Background: an optimization exercise with open tools, aiming at small area. Do not read the settings as production practice.
Function was checked by simulation only, so behaviour that the tests miss may differ from the original.
No driver is modelled on the clock port, so clock power and skew are understated where the tree is cut down; a real chip needs a root buffer or a tree.
Power and IR drop assume default switching activity.

== the previous run ==
Design alu32_top, start of the top module:
module alu32_top(
    input  wire        clk,
    input  wire [31:0] a,
    input  wire [31:0] b,
    input  wire [2:0]  op_code,
    output reg  [32:0] result,
    output reg         zero_flag,
    output reg         control_flag
    );
==> flow/config.mk <==
export PLATFORM = sky130hd
export DESIGN_NAME = alu32_top
export DESIGN_NICKNAME = alu32_top
export VERILOG_FILES = /design/flow/design.v
export SDC_FILE = /design/flow/constraint.sdc
export NUM_CORES = 4
export LEC_CHECK = 0
export CAP_MARGIN = 20
export CORE_MARGIN = 2
export CORE_UTILIZATION = 40
export SLEW_MARGIN = 20
export SYNTH_HIERARCHICAL = 1
export SYNTH_MINIMUM_KEEP_SIZE = 0
==> flow/constraint.sdc <==
create_clock -name core_clock -period 5.0 [get_ports {clk}]
set_input_delay 1.0000 -clock core_clock [delete_from_list [all_inputs] [get_ports {clk}]]
set_output_delay 1.0000 -clock core_clock [all_outputs]
set_load 0.01 [all_outputs]
standard.sh (not shown) runs the stock make flow with config.mk's settings and CLKGATE_MAP_FILE= SYNTH_SCRIPT=/design/flow/synth_recipe.tcl, a recipe that flattens the netlist after the stock synthesis.
==> flow/flow/run.sh <==
#!/bin/bash
# Standard ORFS layout with these changes: the port buffers use the smallest buffer cell;
# every combinational cell is put at its smallest drive strength after floorplanning (the
# repair steps then size up only what timing needs); after clock tree synthesis its tree is
# replaced by a smaller two-level one (flow/mycts.tcl: the clock port drives one inv_8, which
# drives two clkinv_16, each clocking half the flip-flops); power recovery downsizes
# non-critical cells after global routing.
set -euo pipefail
W=$(pwd)
bash standard.sh BUFFER_PORTS_ARGS="-buffer_cell sky130_fd_sc_hd__buf_1" \
  POST_FLOORPLAN_TCL="$W/flow/downsize.tcl" POST_CTS_TCL="$W/flow/mycts.tcl" \
  CTS_ARGS="-sink_clustering_enable -repair_clock_nets -dont_use_dummy_load" \
  RECOVER_POWER=100 finish > make_finish.log 2>&1
Other scripts of this flow, unchanged in this note and not shown: flow/flow/downsize.tcl, flow/flow/mycts.tcl
#### Input delta (the current run over the previous run)
--- a/flow/design.v
+++ b/flow/design.v
@@ -30,18 +30,19 @@
     );
 endmodule
 
 `timescale 1ns / 1ps
 module ALU_8_Bit #(parameter WIDTH = 8) (A, B, op_code, result, zero_flag, control_flag);
     input  [WIDTH-1:0] A, B;
     input  [2:0] op_code;
     output zero_flag, control_flag;
     output [WIDTH:0] result;
+    generate if (WIDTH == 32) begin : g32
     wire inv, ar, nar, kp, kg, nkp, nkg;
     alu_dinv u_dinv (.op(op_code), .inv(inv));
     alu_dar u_dar (.op(op_code), .ar(ar), .nar(nar));
     alu_dkp u_dkp (.op(op_code), .kp(kp), .nkp(nkp));
     alu_dkg u_dkg (.op(op_code), .kg(kg), .nkg(nkg));
     wire [31:0] bx;    
     wire [31:0] pp;    
     wire [31:0] gg;    
     wire [31:0] sx;    
@@ -337,18 +338,33 @@
     wire zp10;
     alu_nor2 u_zp10 (.a(hi), .b(r[0]), .y(zp10));
     wire zn0;
     alu_nand #(.N(4)) u_zn0 (.a({ze, zp0, zp1, zp2}), .y(zn0));
     wire zn1;
     alu_nand #(.N(4)) u_zn1 (.a({zp3, zp4, zp5, zp6}), .y(zn1));
     wire zn2;
     alu_nand #(.N(4)) u_zn2 (.a({zp7, zp8, zp9, zp10}), .y(zn2));
     alu_nor #(.N(3)) u_z (.a({zn0, zn1, zn2}), .y(zero_flag));
+    end else begin : g_any
+    wire [WIDTH:0] sum = {1'b0, A} + {1'b0, B};
+    wire [WIDTH:0] dif = {1'b0, A} - {1'b0, B};
+    wire [WIDTH:0] res =
+        (op_code == 3'b000) ? sum :
+        (op_code == 3'b001) ? dif :
+        (op_code == 3'b010) ? {{WIDTH{1'b0}}, A > B} :
+        (op_code == 3'b011) ? {{WIDTH{1'b0}}, A == B} :
+        (op_code == 3'b100) ? {{WIDTH{1'b0}}, A < B} :
+        (op_code == 3'b101) ? {1'b0, A & B} :
+        (op_code == 3'b110) ? {1'b0, A | B} : {1'b0, A ^ B};
+    assign result = res;
+    assign zero_flag = ~|res;
+    assign control_flag = (op_code[2:1] == 2'b00) & res[WIDTH];
+    end endgenerate
 endmodule
 module alu_xor2 (input a, input b, output y);
     assign y = a ^ b;
 endmodule
 module alu_xnor2 (input a, input b, output y);
     assign y = ~(a ^ b);
 endmodule
 module alu_ha (input a, input b, output s, output c);
     assign s = a ^ b;
==> comparison <==
Every run in the comparison, the current run and the previous run, completed the flow with a clean layout.
Post-synthesis instance area of the previous run is on par with the current run.
| number of vias after detailed routing | the current run vs the previous run | ≈ equal |
[compare] base=the previous run new=the current run: final clock period utilization by the worst path shows no meaningful change, maximum clock frequency did not really move, final core utilization held steady, later-pin clock latency in the skew report shows no meaningful change.
The current run against the previous run: met2 track demand over resource neither gained nor lost much; proportion of power drawn by combinational gates neither gained nor lost much.
Looking at the current run and the previous run, the final worst slack is a wash.
Comparing the previous run against the current run, there is no change at all in worst hold slack.
~same total power in the current run and the previous run
The clock network power consumption on the previous run is in line with that on the current run.
No run of this note takes its clock network from TritonCTS; it comes from the design's own scripts or RTL.

[re-timing with driven ports]
How much do the figures lean on ideal ports? The routed layouts below were timed once more, with nothing changed but the port constraints. Step 1 (the two cells are an assumption about what drives the block):
set clk [get_ports {clk}]
set_driving_cell -lib_cell sky130_fd_sc_hd__clkbuf_16 $clk
set_driving_cell -lib_cell sky130_fd_sc_hd__buf_2 [delete_from_list [all_inputs] $clk]
Step 2 adds t to the input delays and takes it off the output delays; t is the mean of the earliest and latest rising clock arrival at the registers after step 1. Input paths then give back, and output paths get back, about the clock's delay inside the block. a / b / c = ideal / step 1 / step 2; a / b = the first two.
run	shift t [ns]	slack for setup (ns)	slew at the worst register clock pin (ns)	worst data-port slew with drivers (ns)
the previous run	0.203	0.469 / 0.469 / 0.469	0.12 / 0.12	0.03
the current run	0.203	0.469 / 0.469 / 0.469	0.12 / 0.12	0.03
After both steps setup and hold are still met in every run listed.
